This is an optimization exercise on Yosys and OpenROAD, whose aim is a short achievable clock period, not a production implementation.
Function not checked in this run: the RTL went through the layout flow alone.
No activity file was given, so power comes from the tool's default toggle rates.

==> design/flow/design.v <==
module alu(OPA, OPB, CIN, INP_VALID, CLK, RST, CMD, CE, MODE, COUT, OFLOW, RES, G, E, L, ERR);
    input [7:0] OPA, OPB;
    input CLK, RST, CE, MODE, CIN;
    input [1:0] INP_VALID;
    input [3:0] CMD;
    output reg [15:0] RES;
    output reg COUT, OFLOW, G, E, L, ERR;
    wire vab = INP_VALID[0] & INP_VALID[1];
    wire va = INP_VALID[0];
    wire vb = INP_VALID[1];
    wire am = CE & MODE;
    wire lm = CE & ~MODE;
    wire d_add = am & vab & (CMD == 4'd0);
    wire d_sub = am & vab & (CMD == 4'd1);
    wire d_addc = am & vab & (CMD == 4'd2);
    wire d_subc = am & vab & (CMD == 4'd3);
    wire d_inca = am & va & (CMD == 4'd4);
    wire d_deca = am & va & (CMD == 4'd5);
    wire d_incb = am & vb & (CMD == 4'd6);
    wire d_decb = am & vb & (CMD == 4'd7);
    wire d_cmp = am & vab & (CMD == 4'd8);
    wire d_sadd = am & vab & (CMD == 4'd11);
    wire d_ssub = am & vab & (CMD == 4'd12);
    wire d_and = lm & vab & (CMD == 4'd0);
    wire d_nand = lm & vab & (CMD == 4'd1);
    wire d_or = lm & vab & (CMD == 4'd2);
    wire d_nor = lm & vab & (CMD == 4'd3);
    wire d_xor = lm & vab & (CMD == 4'd4);
    wire d_xnor = lm & vab & (CMD == 4'd5);
    wire d_nota = lm & va & (CMD == 4'd6);
    wire d_notb = lm & vb & (CMD == 4'd7);
    wire d_shra = lm & va & (CMD == 4'd8);
    wire d_shla = lm & va & (CMD == 4'd9);
    wire d_shrb = lm & vb & (CMD == 4'd10);
    wire d_shlb = lm & vb & (CMD == 4'd11);
    wire d_rol = lm & vab & (CMD == 4'd12);
    wire d_ror = lm & vab & (CMD == 4'd13);
    wire mul_en = am & vab & (CMD[3:2] == 2'b10) & (CMD[1] ^ CMD[0]);
    wire inc = CMD[0];
    wire [9:0] y = {2'b00, OPB};
    wire [9:0] x1 = inc ? {2'b00, OPA} : {1'b0, OPA, 1'b0};
    wire [9:0] x2 = inc ? {1'b0, OPA, 1'b1} : {OPA, 2'b00};
    wire b0_y0 = inc, b0_y1 = y[0], b0_y2 = y[1];
    wire one0 = mul_en & (b0_y1 ^ b0_y0);
    wire two0 = mul_en & ((b0_y2 & ~b0_y1 & ~b0_y0) | (~b0_y2 & b0_y1 & b0_y0));
    wire neg0 = mul_en & b0_y2 & ~(b0_y1 & b0_y0);
    wire pos0 = mul_en & ~b0_y2 & (b0_y1 | b0_y0);
    wire [9:0] row0_d = (({10{one0}} & x1[9:0]) | ({10{two0}} & x2[9:0])) ^ {10{neg0}};
    wire cor0_d = inc ? pos0 : neg0;
    wire b1_y0 = y[1], b1_y1 = y[2], b1_y2 = y[3];
    wire one1 = mul_en & (b1_y1 ^ b1_y0);
    wire two1 = mul_en & ((b1_y2 & ~b1_y1 & ~b1_y0) | (~b1_y2 & b1_y1 & b1_y0));
    wire neg1 = mul_en & b1_y2 & ~(b1_y1 & b1_y0);
    wire pos1 = mul_en & ~b1_y2 & (b1_y1 | b1_y0);
    wire [9:0] row1_d = (({10{one1}} & x1[9:0]) | ({10{two1}} & x2[9:0])) ^ {10{neg1}};
    wire cor1_d = inc ? pos1 : neg1;
    wire b2_y0 = y[3], b2_y1 = y[4], b2_y2 = y[5];
    wire one2 = mul_en & (b2_y1 ^ b2_y0);
    wire two2 = mul_en & ((b2_y2 & ~b2_y1 & ~b2_y0) | (~b2_y2 & b2_y1 & b2_y0));
    wire neg2 = mul_en & b2_y2 & ~(b2_y1 & b2_y0);
    wire pos2 = mul_en & ~b2_y2 & (b2_y1 | b2_y0);
    wire [9:0] row2_d = (({10{one2}} & x1[9:0]) | ({10{two2}} & x2[9:0])) ^ {10{neg2}};
    wire cor2_d = inc ? pos2 : neg2;
    wire b3_y0 = y[5], b3_y1 = y[6], b3_y2 = y[7];
    wire one3 = mul_en & (b3_y1 ^ b3_y0);
    wire two3 = mul_en & ((b3_y2 & ~b3_y1 & ~b3_y0) | (~b3_y2 & b3_y1 & b3_y0));
    wire neg3 = mul_en & b3_y2 & ~(b3_y1 & b3_y0);
    wire pos3 = mul_en & ~b3_y2 & (b3_y1 | b3_y0);
    wire [9:0] row3_d = (({10{one3}} & x1[9:0]) | ({10{two3}} & x2[9:0])) ^ {10{neg3}};
    wire cor3_d = inc ? pos3 : neg3;
    wire b4_y0 = y[7], b4_y1 = y[8], b4_y2 = y[9];
    wire one4 = mul_en & (b4_y1 ^ b4_y0);
    wire two4 = mul_en & ((b4_y2 & ~b4_y1 & ~b4_y0) | (~b4_y2 & b4_y1 & b4_y0));
    wire neg4 = mul_en & b4_y2 & ~(b4_y1 & b4_y0);
    wire pos4 = mul_en & ~b4_y2 & (b4_y1 | b4_y0);
    wire [7:0] row4_d = (({8{one4}} & x1[7:0]) | ({8{two4}} & x2[7:0])) ^ {8{neg4}};
    wire cor4_d = inc ? pos4 : neg4;
    reg [9:0] row0_q;
    reg inv0_q, cor0_q;
    reg [9:0] row1_q;
    reg inv1_q, cor1_q;
    reg [9:0] row2_q;
    reg inv2_q, cor2_q;
    reg [9:0] row3_q;
    reg inv3_q, cor3_q;
    reg [7:0] row4_q;
    reg inv4_q, cor4_q;
    reg [7:0] a_q, b_q;
    reg cu_q, cv_q, bmax_cin_q;
    reg q_add;
    reg q_sub;
    reg q_addc;
    reg q_subc;
    reg q_inca;
    reg q_deca;
    reg q_incb;
    reg q_decb;
    reg q_cmp;
    reg q_sadd;
    reg q_ssub;
    reg q_and;
    reg q_nand;
    reg q_or;
    reg q_nor;
    reg q_xor;
    reg q_xnor;
    reg q_nota;
    reg q_notb;
    reg q_shra;
    reg q_shla;
    reg q_shrb;
    reg q_shlb;
    reg q_rol;
    reg q_ror;
    always @(posedge CLK) begin
        row0_q <= row0_d;
        inv0_q <= neg0;
        cor0_q <= cor0_d;
        row1_q <= row1_d;
        inv1_q <= neg1;
        cor1_q <= cor1_d;
        row2_q <= row2_d;
        inv2_q <= neg2;
        cor2_q <= cor2_d;
        row3_q <= row3_d;
        inv3_q <= neg3;
        cor3_q <= cor3_d;
        row4_q <= row4_d;
        inv4_q <= neg4;
        cor4_q <= cor4_d;
        a_q <= OPA;
        b_q <= OPB;
        cu_q <= CIN & ~CMD[3] & CMD[1] & ~CMD[0];           
        cv_q <= ~(CIN & ~CMD[3] & CMD[1] & CMD[0]);   
        bmax_cin_q <= CIN & (&OPB);
        q_add <= d_add;
        q_sub <= d_sub;
        q_addc <= d_addc;
        q_subc <= d_subc;
        q_inca <= d_inca;
        q_deca <= d_deca;
        q_incb <= d_incb;
        q_decb <= d_decb;
        q_cmp <= d_cmp;
        q_sadd <= d_sadd;
        q_ssub <= d_ssub;
        q_and <= d_and;
        q_nand <= d_nand;
        q_or <= d_or;
        q_nor <= d_nor;
        q_xor <= d_xor;
        q_xnor <= d_xnor;
        q_nota <= d_nota;
        q_notb <= d_notb;
        q_shra <= d_shra;
        q_shla <= d_shla;
        q_shrb <= d_shrb;
        q_shlb <= d_shlb;
        q_rol <= d_rol;
        q_ror <= d_ror;
    end
    wire u_g0 = a_q[0] & b_q[0];
    wire u_p0 = a_q[0] ^ b_q[0];
    wire u_g1 = a_q[1] & b_q[1];
    wire u_p1 = a_q[1] ^ b_q[1];
    wire u_g2 = a_q[2] & b_q[2];
    wire u_p2 = a_q[2] ^ b_q[2];
    wire u_g3 = a_q[3] & b_q[3];
    wire u_p3 = a_q[3] ^ b_q[3];
    wire u_g4 = a_q[4] & b_q[4];
    wire u_p4 = a_q[4] ^ b_q[4];
    wire u_g5 = a_q[5] & b_q[5];
    wire u_p5 = a_q[5] ^ b_q[5];
    wire u_g6 = a_q[6] & b_q[6];
    wire u_p6 = a_q[6] ^ b_q[6];
    wire u_g7 = a_q[7] & b_q[7];
    wire u_p7 = a_q[7] ^ b_q[7];
    wire u_G0c = u_g0 | (u_p0 & cu_q);
    wire u_G0_1 = u_g1 | (u_p1 & u_G0c);
    wire u_G0_2 = u_g2 | (u_p2 & u_g1);
    wire u_P0_2 = u_p2 & u_p1;
    wire u_G0_3 = u_g3 | (u_p3 & u_g2);
    wire u_P0_3 = u_p3 & u_p2;
    wire u_G0_4 = u_g4 | (u_p4 & u_g3);
    wire u_P0_4 = u_p4 & u_p3;
    wire u_G0_5 = u_g5 | (u_p5 & u_g4);
    wire u_P0_5 = u_p5 & u_p4;
    wire u_G0_6 = u_g6 | (u_p6 & u_g5);
    wire u_P0_6 = u_p6 & u_p5;
    wire u_G0_7 = u_g7 | (u_p7 & u_g6);
    wire u_P0_7 = u_p7 & u_p6;
    wire u_G1_2 = u_G0_2 | (u_P0_2 & u_G0c);
    wire u_G1_3 = u_G0_3 | (u_P0_3 & u_G0_1);
    wire u_G1_4 = u_G0_4 | (u_P0_4 & u_G0_2);
    wire u_P1_4 = u_P0_4 & u_P0_2;
    wire u_G1_5 = u_G0_5 | (u_P0_5 & u_G0_3);
    wire u_P1_5 = u_P0_5 & u_P0_3;
    wire u_G1_6 = u_G0_6 | (u_P0_6 & u_G0_4);
    wire u_P1_6 = u_P0_6 & u_P0_4;
    wire u_G1_7 = u_G0_7 | (u_P0_7 & u_G0_5);
    wire u_P1_7 = u_P0_7 & u_P0_5;
    wire u_G2_4 = u_G1_4 | (u_P1_4 & u_G0c);
    wire u_G2_5 = u_G1_5 | (u_P1_5 & u_G0_1);
    wire u_G2_6 = u_G1_6 | (u_P1_6 & u_G1_2);
    wire u_G2_7 = u_G1_7 | (u_P1_7 & u_G1_3);
    wire v_g0 = a_q[0] & ~b_q[0];
    wire v_p0 = a_q[0] ^ ~b_q[0];
    wire v_g1 = a_q[1] & ~b_q[1];
    wire v_p1 = a_q[1] ^ ~b_q[1];
    wire v_g2 = a_q[2] & ~b_q[2];
    wire v_p2 = a_q[2] ^ ~b_q[2];
    wire v_g3 = a_q[3] & ~b_q[3];
    wire v_p3 = a_q[3] ^ ~b_q[3];
    wire v_g4 = a_q[4] & ~b_q[4];
    wire v_p4 = a_q[4] ^ ~b_q[4];
    wire v_g5 = a_q[5] & ~b_q[5];
    wire v_p5 = a_q[5] ^ ~b_q[5];
    wire v_g6 = a_q[6] & ~b_q[6];
    wire v_p6 = a_q[6] ^ ~b_q[6];
    wire v_g7 = a_q[7] & ~b_q[7];
    wire v_p7 = a_q[7] ^ ~b_q[7];
    wire v_G0c = v_g0 | (v_p0 & cv_q);
    wire v_G0_1 = v_g1 | (v_p1 & v_G0c);
    wire v_G0_2 = v_g2 | (v_p2 & v_g1);
    wire v_P0_2 = v_p2 & v_p1;
    wire v_G0_3 = v_g3 | (v_p3 & v_g2);
    wire v_P0_3 = v_p3 & v_p2;
    wire v_G0_4 = v_g4 | (v_p4 & v_g3);
    wire v_P0_4 = v_p4 & v_p3;
    wire v_G0_5 = v_g5 | (v_p5 & v_g4);
    wire v_P0_5 = v_p5 & v_p4;
    wire v_G0_6 = v_g6 | (v_p6 & v_g5);
    wire v_P0_6 = v_p6 & v_p5;
    wire v_G0_7 = v_g7 | (v_p7 & v_g6);
    wire v_P0_7 = v_p7 & v_p6;
    wire v_G1_2 = v_G0_2 | (v_P0_2 & v_G0c);
    wire v_G1_3 = v_G0_3 | (v_P0_3 & v_G0_1);
    wire v_G1_4 = v_G0_4 | (v_P0_4 & v_G0_2);
    wire v_P1_4 = v_P0_4 & v_P0_2;
    wire v_G1_5 = v_G0_5 | (v_P0_5 & v_G0_3);
    wire v_P1_5 = v_P0_5 & v_P0_3;
    wire v_G1_6 = v_G0_6 | (v_P0_6 & v_G0_4);
    wire v_P1_6 = v_P0_6 & v_P0_4;
    wire v_G1_7 = v_G0_7 | (v_P0_7 & v_G0_5);
    wire v_P1_7 = v_P0_7 & v_P0_5;
    wire v_G2_4 = v_G1_4 | (v_P1_4 & v_G0c);
    wire v_G2_5 = v_G1_5 | (v_P1_5 & v_G0_1);
    wire v_G2_6 = v_G1_6 | (v_P1_6 & v_G1_2);
    wire v_G2_7 = v_G1_7 | (v_P1_7 & v_G1_3);
    wire [7:0] su = {(u_p7 ^ u_G2_6), (u_p6 ^ u_G2_5), (u_p5 ^ u_G2_4), (u_p4 ^ u_G1_3), (u_p3 ^ u_G1_2), (u_p2 ^ u_G0_1), (u_p1 ^ u_G0c), (u_p0 ^ cu_q)};
    wire cu8 = u_G2_7;
    wire [7:0] sv = {(v_p7 ^ v_G2_6), (v_p6 ^ v_G2_5), (v_p5 ^ v_G2_4), (v_p4 ^ v_G1_3), (v_p3 ^ v_G1_2), (v_p2 ^ v_G0_1), (v_p1 ^ v_G0c), (v_p0 ^ cv_q)};
    wire cv8 = v_G2_7;
    wire [7:0] ia = a_q + 8'd1;
    wire [7:0] da = a_q - 8'd1;
    wire [7:0] ib = b_q + 8'd1;
    wire [7:0] db = b_q - 8'd1;
    wire s8a = a_q[7] ^ b_q[7] ^ cu8;      
    wire s8s = a_q[7] ^ ~b_q[7] ^ cv8;     
    wire eq = (a_q == b_q);
    wire zsa = ~(|su) & ~s8a;
    wire zss = ~(|sv) & ~s8s;
    wire [15:0] rolv = {a_q, a_q} << b_q[2:0];
    wire [15:0] rorv = {a_q, a_q} >> b_q[2:0];
    wire berr = |b_q[7:3];
    wire [7:0] lo8 =
          ({8{q_add | q_addc | q_sadd}} & su)
        | ({8{q_sub | q_subc | q_ssub}} & sv)
        | ({8{q_inca}} & ia) | ({8{q_deca}} & da) | ({8{q_incb}} & ib) | ({8{q_decb}} & db)
        | ({8{q_and}} & (a_q & b_q)) | ({8{q_nand}} & ~(a_q & b_q))
        | ({8{q_or}} & (a_q | b_q)) | ({8{q_nor}} & ~(a_q | b_q))
        | ({8{q_xor}} & (a_q ^ b_q)) | ({8{q_xnor}} & ~(a_q ^ b_q))
        | ({8{q_nota}} & ~a_q) | ({8{q_notb}} & ~b_q)
        | ({8{q_shra}} & {1'b0, a_q[7:1]}) | ({8{q_shla}} & {a_q[6:0], 1'b0})
        | ({8{q_shrb}} & {1'b0, b_q[7:1]}) | ({8{q_shlb}} & {b_q[6:0], 1'b0})
        | ({8{q_rol & ~berr}} & rolv[15:8]) | ({8{q_ror & ~berr}} & rorv[7:0]);
    wire hi = (q_sadd & s8a) | (q_ssub & s8s);
    wire [15:0] other = {{8{hi}}, lo8};
    wire cout_d = ((q_add | q_addc) & cu8) | (q_sadd & s8a) | (q_ssub & s8s);
    wire oflow_d = (q_sub & ~cv8) | (q_subc & ~cv8 & ~bmax_cin_q)
        | (q_deca & (a_q == 8'd0)) | (q_decb & (b_q == 8'd0))
        | (q_sadd & (a_q[7] == b_q[7]) & (su[7] != a_q[7]))
        | (q_ssub & (a_q[7] != b_q[7]) & (sv[7] != a_q[7]));
    wire g_d = (q_cmp & cv8 & ~eq) | (q_sadd & ~s8a & ~zsa) | (q_ssub & ~s8s & ~zss);
    wire e_d = (q_cmp & eq) | (q_sadd & zsa) | (q_ssub & zss);
    wire l_d = (q_cmp & ~cv8) | (q_sadd & s8a) | (q_ssub & s8s);
    wire err_d = (q_rol | q_ror) & berr;
    wire t0s = row0_q[6] ^ row1_q[4];
    wire t0c = row0_q[6] & row1_q[4];
    wire t1s = row0_q[7] ^ row1_q[5];
    wire t1c = row0_q[7] & row1_q[5];
    wire t2s = row0_q[8] ^ row1_q[6] ^ row2_q[4];
    wire t2c = (row0_q[8] & row1_q[6]) | (row0_q[8] & row2_q[4]) | (row1_q[6] & row2_q[4]);
    wire t3s = row3_q[2] ^ row4_q[0];
    wire t3c = row3_q[2] & row4_q[0];
    wire t4s = row0_q[9] ^ row1_q[7] ^ row2_q[5];
    wire t4c = (row0_q[9] & row1_q[7]) | (row0_q[9] & row2_q[5]) | (row1_q[7] & row2_q[5]);
    wire t5s = row3_q[3] ^ row4_q[1];
    wire t5c = row3_q[3] & row4_q[1];
    wire t6s = inv0_q ^ row1_q[8] ^ row2_q[6];
    wire t6c = (inv0_q & row1_q[8]) | (inv0_q & row2_q[6]) | (row1_q[8] & row2_q[6]);
    wire t7s = row3_q[4] ^ row4_q[2];
    wire t7c = row3_q[4] & row4_q[2];
    wire t8s = inv0_q ^ row1_q[9] ^ row2_q[7];
    wire t8c = (inv0_q & row1_q[9]) | (inv0_q & row2_q[7]) | (row1_q[9] & row2_q[7]);
    wire t9s = row3_q[5] ^ row4_q[3];
    wire t9c = row3_q[5] & row4_q[3];
    wire t10s = inv0_q ^ inv1_q ^ row2_q[8];
    wire t10c = (inv0_q & inv1_q) | (inv0_q & row2_q[8]) | (inv1_q & row2_q[8]);
    wire t11s = row3_q[6] ^ row4_q[4];
    wire t11c = row3_q[6] & row4_q[4];
    wire t12s = inv0_q ^ inv1_q ^ row2_q[9];
    wire t12c = (inv0_q & inv1_q) | (inv0_q & row2_q[9]) | (inv1_q & row2_q[9]);
    wire t13s = row3_q[7] ^ row4_q[5];
    wire t13c = row3_q[7] & row4_q[5];
    wire t14s = inv0_q ^ inv1_q ^ inv2_q;
    wire t14c = (inv0_q & inv1_q) | (inv0_q & inv2_q) | (inv1_q & inv2_q);
    wire t15s = row3_q[8] ^ row4_q[6];
    wire t15c = row3_q[8] & row4_q[6];
    wire t16s = inv0_q ^ inv1_q ^ inv2_q;
    wire t16c = (inv0_q & inv1_q) | (inv0_q & inv2_q) | (inv1_q & inv2_q);
    wire t17s = row3_q[9] ^ row4_q[7];
    wire t17c = row3_q[9] & row4_q[7];
    wire t18s = row0_q[4] ^ row1_q[2];
    wire t18c = row0_q[4] & row1_q[2];
    wire t19s = row0_q[5] ^ row1_q[3];
    wire t19c = row0_q[5] & row1_q[3];
    wire t20s = t0s ^ row2_q[2] ^ row3_q[0];
    wire t20c = (t0s & row2_q[2]) | (t0s & row3_q[0]) | (row2_q[2] & row3_q[0]);
    wire t21s = t0c ^ t1s ^ row2_q[3];
    wire t21c = (t0c & t1s) | (t0c & row2_q[3]) | (t1s & row2_q[3]);
    wire t22s = t1c ^ t2s ^ t3s;
    wire t22c = (t1c & t2s) | (t1c & t3s) | (t2s & t3s);
    wire t23s = t2c ^ t3c ^ t4s;
    wire t23c = (t2c & t3c) | (t2c & t4s) | (t3c & t4s);
    wire t24s = t4c ^ t5c ^ t6s;
    wire t24c = (t4c & t5c) | (t4c & t6s) | (t5c & t6s);
    wire t25s = t6c ^ t7c ^ t8s;
    wire t25c = (t6c & t7c) | (t6c & t8s) | (t7c & t8s);
    wire t26s = t8c ^ t9c ^ t10s;
    wire t26c = (t8c & t9c) | (t8c & t10s) | (t9c & t10s);
    wire t27s = t10c ^ t11c ^ t12s;
    wire t27c = (t10c & t11c) | (t10c & t12s) | (t11c & t12s);
    wire t28s = t12c ^ t13c ^ t14s;
    wire t28c = (t12c & t13c) | (t12c & t14s) | (t13c & t14s);
    wire t29s = t14c ^ t15c ^ t16s;
    wire t29c = (t14c & t15c) | (t14c & t16s) | (t15c & t16s);
    wire t30s = row0_q[2] ^ row1_q[0];
    wire t30c = row0_q[2] & row1_q[0];
    wire t31s = row0_q[3] ^ row1_q[1];
    wire t31c = row0_q[3] & row1_q[1];
    wire t32s = t18s ^ row2_q[0] ^ cor2_q;
    wire t32c = (t18s & row2_q[0]) | (t18s & cor2_q) | (row2_q[0] & cor2_q);
    wire t33s = t18c ^ t19s ^ row2_q[1];
    wire t33c = (t18c & t19s) | (t18c & row2_q[1]) | (t19s & row2_q[1]);
    wire t34s = t19c ^ t20s ^ cor3_q;
    wire t34c = (t19c & t20s) | (t19c & cor3_q) | (t20s & cor3_q);
    wire t35s = t20c ^ t21s ^ row3_q[1];
    wire t35c = (t20c & t21s) | (t20c & row3_q[1]) | (t21s & row3_q[1]);
    wire t36s = t21c ^ t22s ^ cor4_q;
    wire t36c = (t21c & t22s) | (t21c & cor4_q) | (t22s & cor4_q);
    wire t37s = t22c ^ t23s ^ t5s;
    wire t37c = (t22c & t23s) | (t22c & t5s) | (t23s & t5s);
    wire t38s = t23c ^ t24s ^ t7s;
    wire t38c = (t23c & t24s) | (t23c & t7s) | (t24s & t7s);
    wire t39s = t24c ^ t25s ^ t9s;
    wire t39c = (t24c & t25s) | (t24c & t9s) | (t25s & t9s);
    wire t40s = t25c ^ t26s ^ t11s;
    wire t40c = (t25c & t26s) | (t25c & t11s) | (t26s & t11s);
    wire t41s = t26c ^ t27s ^ t13s;
    wire t41c = (t26c & t27s) | (t26c & t13s) | (t27s & t13s);
    wire t42s = t27c ^ t28s ^ t15s;
    wire t42c = (t27c & t28s) | (t27c & t15s) | (t28s & t15s);
    wire t43s = t28c ^ t29s ^ t17s;
    wire t43c = (t28c & t29s) | (t28c & t17s) | (t29s & t17s);
    wire f_g0 = row0_q[0] & cor0_q;
    wire f_p0 = row0_q[0] ^ cor0_q;
    wire f_g1 = row0_q[1] & 1'b0;
    wire f_p1 = row0_q[1] ^ 1'b0;
    wire f_g2 = t30s & cor1_q;
    wire f_p2 = t30s ^ cor1_q;
    wire f_g3 = t30c & t31s;
    wire f_p3 = t30c ^ t31s;
    wire f_g4 = t31c & t32s;
    wire f_p4 = t31c ^ t32s;
    wire f_g5 = t32c & t33s;
    wire f_p5 = t32c ^ t33s;
    wire f_g6 = t33c & t34s;
    wire f_p6 = t33c ^ t34s;
    wire f_g7 = t34c & t35s;
    wire f_p7 = t34c ^ t35s;
    wire f_g8 = t35c & t36s;
    wire f_p8 = t35c ^ t36s;
    wire f_g9 = t36c & t37s;
    wire f_p9 = t36c ^ t37s;
    wire f_g10 = t37c & t38s;
    wire f_p10 = t37c ^ t38s;
    wire f_g11 = t38c & t39s;
    wire f_p11 = t38c ^ t39s;
    wire f_g12 = t39c & t40s;
    wire f_p12 = t39c ^ t40s;
    wire f_g13 = t40c & t41s;
    wire f_p13 = t40c ^ t41s;
    wire f_g14 = t41c & t42s;
    wire f_p14 = t41c ^ t42s;
    wire f_g15 = t42c & t43s;
    wire f_p15 = t42c ^ t43s;
    wire f_G0_1 = f_g1 | (f_p1 & f_g0);
    wire f_G0_2 = f_g2 | (f_p2 & f_g1);
    wire f_P0_2 = f_p2 & f_p1;
    wire f_G0_3 = f_g3 | (f_p3 & f_g2);
    wire f_P0_3 = f_p3 & f_p2;
    wire f_G0_4 = f_g4 | (f_p4 & f_g3);
    wire f_P0_4 = f_p4 & f_p3;
    wire f_G0_5 = f_g5 | (f_p5 & f_g4);
    wire f_P0_5 = f_p5 & f_p4;
    wire f_G0_6 = f_g6 | (f_p6 & f_g5);
    wire f_P0_6 = f_p6 & f_p5;
    wire f_G0_7 = f_g7 | (f_p7 & f_g6);
    wire f_P0_7 = f_p7 & f_p6;
    wire f_G0_8 = f_g8 | (f_p8 & f_g7);
    wire f_P0_8 = f_p8 & f_p7;
    wire f_G0_9 = f_g9 | (f_p9 & f_g8);
    wire f_P0_9 = f_p9 & f_p8;
    wire f_G0_10 = f_g10 | (f_p10 & f_g9);
    wire f_P0_10 = f_p10 & f_p9;
    wire f_G0_11 = f_g11 | (f_p11 & f_g10);
    wire f_P0_11 = f_p11 & f_p10;
    wire f_G0_12 = f_g12 | (f_p12 & f_g11);
    wire f_P0_12 = f_p12 & f_p11;
    wire f_G0_13 = f_g13 | (f_p13 & f_g12);
    wire f_P0_13 = f_p13 & f_p12;
    wire f_G0_14 = f_g14 | (f_p14 & f_g13);
    wire f_P0_14 = f_p14 & f_p13;
    wire f_G0_15 = f_g15 | (f_p15 & f_g14);
    wire f_P0_15 = f_p15 & f_p14;
    wire f_G1_2 = f_G0_2 | (f_P0_2 & f_g0);
    wire f_G1_3 = f_G0_3 | (f_P0_3 & f_G0_1);
    wire f_G1_4 = f_G0_4 | (f_P0_4 & f_G0_2);
    wire f_P1_4 = f_P0_4 & f_P0_2;
    wire f_G1_5 = f_G0_5 | (f_P0_5 & f_G0_3);
    wire f_P1_5 = f_P0_5 & f_P0_3;
    wire f_G1_6 = f_G0_6 | (f_P0_6 & f_G0_4);
    wire f_P1_6 = f_P0_6 & f_P0_4;
    wire f_G1_7 = f_G0_7 | (f_P0_7 & f_G0_5);
    wire f_P1_7 = f_P0_7 & f_P0_5;
    wire f_G1_8 = f_G0_8 | (f_P0_8 & f_G0_6);
    wire f_P1_8 = f_P0_8 & f_P0_6;
    wire f_G1_9 = f_G0_9 | (f_P0_9 & f_G0_7);
    wire f_P1_9 = f_P0_9 & f_P0_7;
    wire f_G1_10 = f_G0_10 | (f_P0_10 & f_G0_8);
    wire f_P1_10 = f_P0_10 & f_P0_8;
    wire f_G1_11 = f_G0_11 | (f_P0_11 & f_G0_9);
    wire f_P1_11 = f_P0_11 & f_P0_9;
    wire f_G1_12 = f_G0_12 | (f_P0_12 & f_G0_10);
    wire f_P1_12 = f_P0_12 & f_P0_10;
    wire f_G1_13 = f_G0_13 | (f_P0_13 & f_G0_11);
    wire f_P1_13 = f_P0_13 & f_P0_11;
    wire f_G1_14 = f_G0_14 | (f_P0_14 & f_G0_12);
    wire f_P1_14 = f_P0_14 & f_P0_12;
    wire f_G1_15 = f_G0_15 | (f_P0_15 & f_G0_13);
    wire f_P1_15 = f_P0_15 & f_P0_13;
    wire f_G2_4 = f_G1_4 | (f_P1_4 & f_g0);
    wire f_G2_5 = f_G1_5 | (f_P1_5 & f_G0_1);
    wire f_G2_6 = f_G1_6 | (f_P1_6 & f_G1_2);
    wire f_G2_7 = f_G1_7 | (f_P1_7 & f_G1_3);
    wire f_G2_8 = f_G1_8 | (f_P1_8 & f_G1_4);
    wire f_P2_8 = f_P1_8 & f_P1_4;
    wire f_G2_9 = f_G1_9 | (f_P1_9 & f_G1_5);
    wire f_P2_9 = f_P1_9 & f_P1_5;
    wire f_G2_10 = f_G1_10 | (f_P1_10 & f_G1_6);
    wire f_P2_10 = f_P1_10 & f_P1_6;
    wire f_G2_11 = f_G1_11 | (f_P1_11 & f_G1_7);
    wire f_P2_11 = f_P1_11 & f_P1_7;
    wire f_G2_12 = f_G1_12 | (f_P1_12 & f_G1_8);
    wire f_P2_12 = f_P1_12 & f_P1_8;
    wire f_G2_13 = f_G1_13 | (f_P1_13 & f_G1_9);
    wire f_P2_13 = f_P1_13 & f_P1_9;
    wire f_G2_14 = f_G1_14 | (f_P1_14 & f_G1_10);
    wire f_P2_14 = f_P1_14 & f_P1_10;
    wire f_G2_15 = f_G1_15 | (f_P1_15 & f_G1_11);
    wire f_P2_15 = f_P1_15 & f_P1_11;
    wire f_G3_8 = f_G2_8 | (f_P2_8 & f_g0);
    wire f_G3_9 = f_G2_9 | (f_P2_9 & f_G0_1);
    wire f_G3_10 = f_G2_10 | (f_P2_10 & f_G1_2);
    wire f_G3_11 = f_G2_11 | (f_P2_11 & f_G1_3);
    wire f_G3_12 = f_G2_12 | (f_P2_12 & f_G2_4);
    wire f_G3_13 = f_G2_13 | (f_P2_13 & f_G2_5);
    wire f_G3_14 = f_G2_14 | (f_P2_14 & f_G2_6);
    wire f_G3_15 = f_G2_15 | (f_P2_15 & f_G2_7);
    wire [15:0] res_d = {((f_p15 | other[15]) ^ f_G3_14), ((f_p14 | other[14]) ^ f_G3_13), ((f_p13 | other[13]) ^ f_G3_12), ((f_p12 | other[12]) ^ f_G3_11), ((f_p11 | other[11]) ^ f_G3_10), ((f_p10 | other[10]) ^ f_G3_9), ((f_p9 | other[9]) ^ f_G3_8), ((f_p8 | other[8]) ^ f_G2_7), ((f_p7 | other[7]) ^ f_G2_6), ((f_p6 | other[6]) ^ f_G2_5), ((f_p5 | other[5]) ^ f_G2_4), ((f_p4 | other[4]) ^ f_G1_3), ((f_p3 | other[3]) ^ f_G1_2), ((f_p2 | other[2]) ^ f_G0_1), ((f_p1 | other[1]) ^ f_g0), ((f_p0 | other[0]) ^ 1'b0)};
    always @(posedge CLK or posedge RST) begin
        if (RST) begin
            RES <= 16'd0;
            COUT <= 1'b0; OFLOW <= 1'b0; G <= 1'b0; E <= 1'b0; L <= 1'b0; ERR <= 1'b0;
        end
        else begin
            RES <= res_d;
            COUT <= cout_d; OFLOW <= oflow_d; G <= g_d; E <= e_d; L <= l_d; ERR <= err_d;
        end
    end
endmodule
==> design/flow/flow/run.sh <==
#!/bin/bash
# Standard ORFS flow with full-adder extraction off, a tight ABC delay target and
# repair_timing aiming well below the 8 ns constraint.
bash standard.sh ADDER_MAP_FILE= ABC_CLOCK_PERIOD_IN_PS=1000 SETUP_SLACK_MARGIN=5.6 finish > flow_make.log 2>&1
==> design/flow/standard.sh <==
#!/bin/bash
# synth_recipe.tcl (not shown) runs the flow's synth.tcl, then flattens the netlist and writes it again
# the make line also repeats each setting of config.mk as NAME=value (left out here)
make -C /OpenROAD-flow-scripts/flow DESIGN_CONFIG=/design/flow/config.mk WORK_HOME=/design/flow/orfs CLKGATE_MAP_FILE= SYNTH_SCRIPT=/design/flow/synth_recipe.tcl "${@:-finish}"
==> design/flow/config.mk <==
export PLATFORM = sky130hd
export DESIGN_NAME = alu
export DESIGN_NICKNAME = alu
export VERILOG_FILES = /design/flow/design.v
export SDC_FILE = /design/flow/constraint.sdc
export NUM_CORES = 4
export LEC_CHECK = 0
export CAP_MARGIN = 20
export CORE_MARGIN = 2
export CORE_UTILIZATION = 40
export SLEW_MARGIN = 20
==> design/flow/constraint.sdc <==
create_clock -name core_clock -period 8.0 [get_ports {CLK}]
set_input_delay 1.6000 -clock core_clock [delete_from_list [all_inputs] [get_ports {CLK}]]
set_output_delay 1.6000 -clock core_clock [all_outputs]
set_load 0.01 [all_outputs]
==> results.txt <==
* Status: complete, no violations
* DRC at 0
* Die area at 0.0239 mm2
* Worst Path Required at 8.30 ns
* Post-synth EDFFs at 0
* Root buffer cell: clkbuf_16
* R2R Path Start: b_q[0]
* Top cells by area, synth: dfxtp_1, xnor2_1, nor2_1
* Die span in y at 155 um
* Share of cells above drive strength 1 at 0.360
* Vias at 10132
* Avg Vias per Cell at 6.26
* PwrDens at 142 mW/mm2
* CP endpoint kind: register
* Crit share post-route at 0.376
* Worst skew pair latency at 0.43 ns
* Max_cap viols at 0
* Core area at 0.0225 mm2
* R2R Path End: G
* Fin util at 0.596
* Synth async-reset ratio at 0.180
* Tmin final at 3.01 ns
* Worst-Margin Slew at 0.790 ns
* Mean Syn Cell Area at 7.68 um2
* Initial DRC Count at 1275
* Post-DRT Antenna Nets at 0
* Worst R2R Path Depth at 13
* CP Launch Type: register
* Reg2Reg Setup Slack at 4.99 ns
* Global placer's final weighted congestion at 0.930
* Cell Area, Synth at 0.00909 mm2
* Lkg Pwr at 5.13 nW
* Nets@finish at 1348
* H-tree depth at 4
* Max FO, Critical Path at 4
* Crit path DAT at 3.31 ns
* Inserted Diodes at 0
* Hpwl dp at 20.8 mm
* Clock Pin Slew Worst Setup and Hold Paths at 0.07 ns
* I/O pin cnt at 49
* First-pass GRT wire length at 53.6 mm
* Max transition margin at 0.468
* Hold path startpoint: q_rol
* Top FF cell, synth: dfxtp_1
* CTS Hold Bufs at 0
* RSZ-0062 raised after global routing: yes
* Synth warnings at 1
* 1st-pass router iterations at 7
* Min-delay worst type: register to register
* Pin count of the biggest net entering global routing at 51
* Total track usage at 0.289
* GRT met1 Usage at 0.399
* Fmax at 333 MHz
* Dpl cell area at 0.00993 mm2
* Fin. Hold Viols at 0
* Final Power at 1.91 mW
* Met2 Use GR at 0.451
* Initial Utilization at 0.404
* Worst hold path depth at 2
* Initial antenna violation count at 0
* Area leader, netlist: dfxtp_1
* Clock Skew at 0.0113 ns
* Final WS setup at 4.99 ns
* Synthesis-to-finish area growth at 47.7%
* Post-synthesis sequential area ratio at 0.281
* Worst VDD drop at 0.124 mV
* GR Overflow Total at 0
* Inserted Clock Buffers at 17
* Post-place setup slack at 3.86 ns
* Post-Route Setup TNS at 0 ns
* Cell variety after synth at 83
* Avg WL per Cell at 23.1 um
* GRT busiest layer: met2
* Final Setup Violations at 0
* GR Layer Usage met3 at 0.0541
* Synth Register Bits at 122
* Vias in the first global route at 9210
* Die X at 155 um
* Hold path endpoint: ERR
* Syn nets at 1211
* Clock Path Buffers at 2
* Mapped Cells at 1184
* IO Port Bufs at 48
* Final slew viol count at 0
* Top cell type's share of synthesized area at 0.220
* Fill cells at 1832
* Sink Count at 122
* Crit Path Class: register to register
* Routed WL at 37.4 mm
* Fin area at 0.0134 mm2
* CTS tree: done
* Rows at 55
[metal layers]
| layer | share of wire | vias up |
|---|---|---|
| met2 | 0.45 | 630 |
| met5 | 0 | - |
| met3 | 0.10 | 132 |
| li1 | - | 4540 |
| met4 | 0.044 | 0 |
| met1 | 0.41 | 4830 |
[worst max-delay path, stage by stage, from the launching register on]
cell,delay [ns]
dfxtp_4,0.35
buf_12,0.13
maj3_2,0.32
maj3_2,0.35
o221a_4,0.15
o31ai_4,0.23
buf_4,0.16
nand2_2,0.05
maj3_2,0.35
nor4_2,0.16
a21oi_1,0.06
o21ai_1,0.19
nand2_1,0.07
a311o_1,0.29
[synthesized netlist by cell type (5+ instances only)]
cell      instances
and3_1            6
nor3_1           31
a211oi_1         10
dfrtp_1          22
mux2i_1          23
o22ai_1          20
a22oi_1          15
mux2_2            5
dfxtp_1         100
xor2_1           41
and2_1            6
or3_1            11
a31oi_1          10
nand4_1          11
nand2_1         101
o21ai_0          53
a21o_1            9
a221oi_1         30
clkbuf_1         71
maj3_1           23
nor2b_1          10
nand3_1          14
a21oi_1          78
o211ai_1          9
nor3b_1           5
nor2_1          170
buf_1            20
inv_1            33
xnor2_1          90
or2_2            11
o31ai_1           7
nor4_1           14
nand2b_1         12
or4_1             5
o21ai_1           6
o221ai_1          8
[kinds of logic (layout without fill, tap and decap cells)]
group / count (synthesis) / count (layout) / share of synthesized area
simple gates: 419 / 422 / 0.211
compound gates: 315 / 317 / 0.241
xor+xnor: 138 / 138 / 0.143
buf+inv: 132 / 276 / 0.0551
flops: 122 / 122 / 0.281
mux: 31 / 32 / 0.0390
fa+ha+maj: 27 / 27 / 0.0303
[final cells by class]
| cell class | count | area, um2 | share of cell area |
|---|---|---|---|
| Clock buffer | 18 | 439 | 0.0327 |
| Timing Repair Buffer | 207 | 2140 | 0.160 |
| Inverter | 37 | 169 | 0.0126 |
| Clock inverter | 14 | 135 | 0.0101 |
| Sequential cell | 122 | 2590 | 0.193 |
| Tap cell | 285 | 357 | 0.0266 |
| Multi-Input combinational cell | 936 | 7590 | 0.566 |
[registers in the layout, indices dropped and copies added (netlist names), 8 cells and up]
register,cells
RES,16
row0_q,10
row1_q,10
row2_q,10
row3_q,10
a_q,8
b_q,8
row4_q,8
[power by group]
group	switching [mW]	internal, mW
clock network	0.341	0.442
logic	0.263	0.225
registers	0.0171	0.620
[stage by stage]
step	instances	hold slack, ns
after floorplan	1184	0.442
after global placement	1436	0.534
after detailed placement	1436	0.527
after CTS	1586	0.535
after global routing	1619	0.589
final	1619	0.554
[repair_timing]
action / in CTS / in global routing
endpoints found under the setup margin: 122 / 115
cloned: 13 / 0
pin swaps: 79 / 71
resized for setup: 382 / 123
setup buffers: 105 / 33
[how the worst max path moves through the flow]
stage               slack (ns)  depth (start not counted)       from   endpoint
finish                    4.99                         13     b_q[0]          G
global route              4.86                         14     b_q[0]    RES[15]
CTS                       4.99                         11  row1_q[0]    RES[15]
detailed placement        3.86                          6     CMD[0]  row1_q[0]
global placement          3.88                          6     CMD[0]  row2_q[0]
floorplan                 5.08                          9     CMD[1]  row0_q[6]
[cell usage in the layout (no fill, tap or decap), types with 9 or more instances in the layout]
| cell | Yosys | final |
|---|---|---|
| a21oi_1 | 78 | 65 |
| a21oi_2 | 0 | 11 |
| a221oi_2 | 1 | 22 |
| a22oi_1 | 15 | 13 |
| buf_12 | 0 | 20 |
| buf_2 | 3 | 25 |
| buf_4 | 0 | 93 |
| buf_6 | 0 | 41 |
| clkbuf_16 | 0 | 17 |
| clkinvlp_4 | 0 | 9 |
| dfrtp_1 | 22 | 22 |
| dfxtp_1 | 100 | 87 |
| inv_1 | 33 | 26 |
| maj3_1 | 23 | 20 |
| mux2i_1 | 23 | 15 |
| mux2i_4 | 0 | 9 |
| nand2_1 | 101 | 93 |
| nand3_1 | 14 | 12 |
| nand4_1 | 11 | 11 |
| nor2_1 | 170 | 138 |
| nor2_2 | 0 | 17 |
| nor2_4 | 0 | 15 |
| nor3_1 | 31 | 25 |
| nor4_1 | 14 | 11 |
| o211ai_1 | 9 | 9 |
| o21ai_0 | 53 | 44 |
| o21ai_1 | 6 | 10 |
| o22ai_1 | 20 | 10 |
| or3_1 | 11 | 11 |
| xnor2_1 | 90 | 72 |
| xnor2_2 | 0 | 9 |
| xnor2_4 | 0 | 9 |
| xor2_1 | 41 | 35 |

## re-timing with driven ports
The results above use ideal ports. As a check the final layout listed here was re-extracted and re-timed, cells and wires unchanged. Step 1 assumes that a clkbuf_16 drives the clock port and a buf_2 every other input. Step 2 times the ports against the registers' clock, not the clock port: input delays grow and output delays shrink by t, the midpoint of the rising clock arrivals with the driver on. Slacks: no drivers / after step 1 / after step 2; pairs: no drivers / after step 1.
t (ns): 0.476
setup WS [ns]: 4.993 / 4.993 / 4.725
hold slack, ns: 0.554 / 0.554 / 0.554
worst register clock-pin slew, ns: 0.07 / 0.07
pins driven straight from the clock port: 1
After both steps setup and hold are still met in this run. The setup slack of this run moves by 0.000 ns with the drivers and by -0.268 ns with both steps.
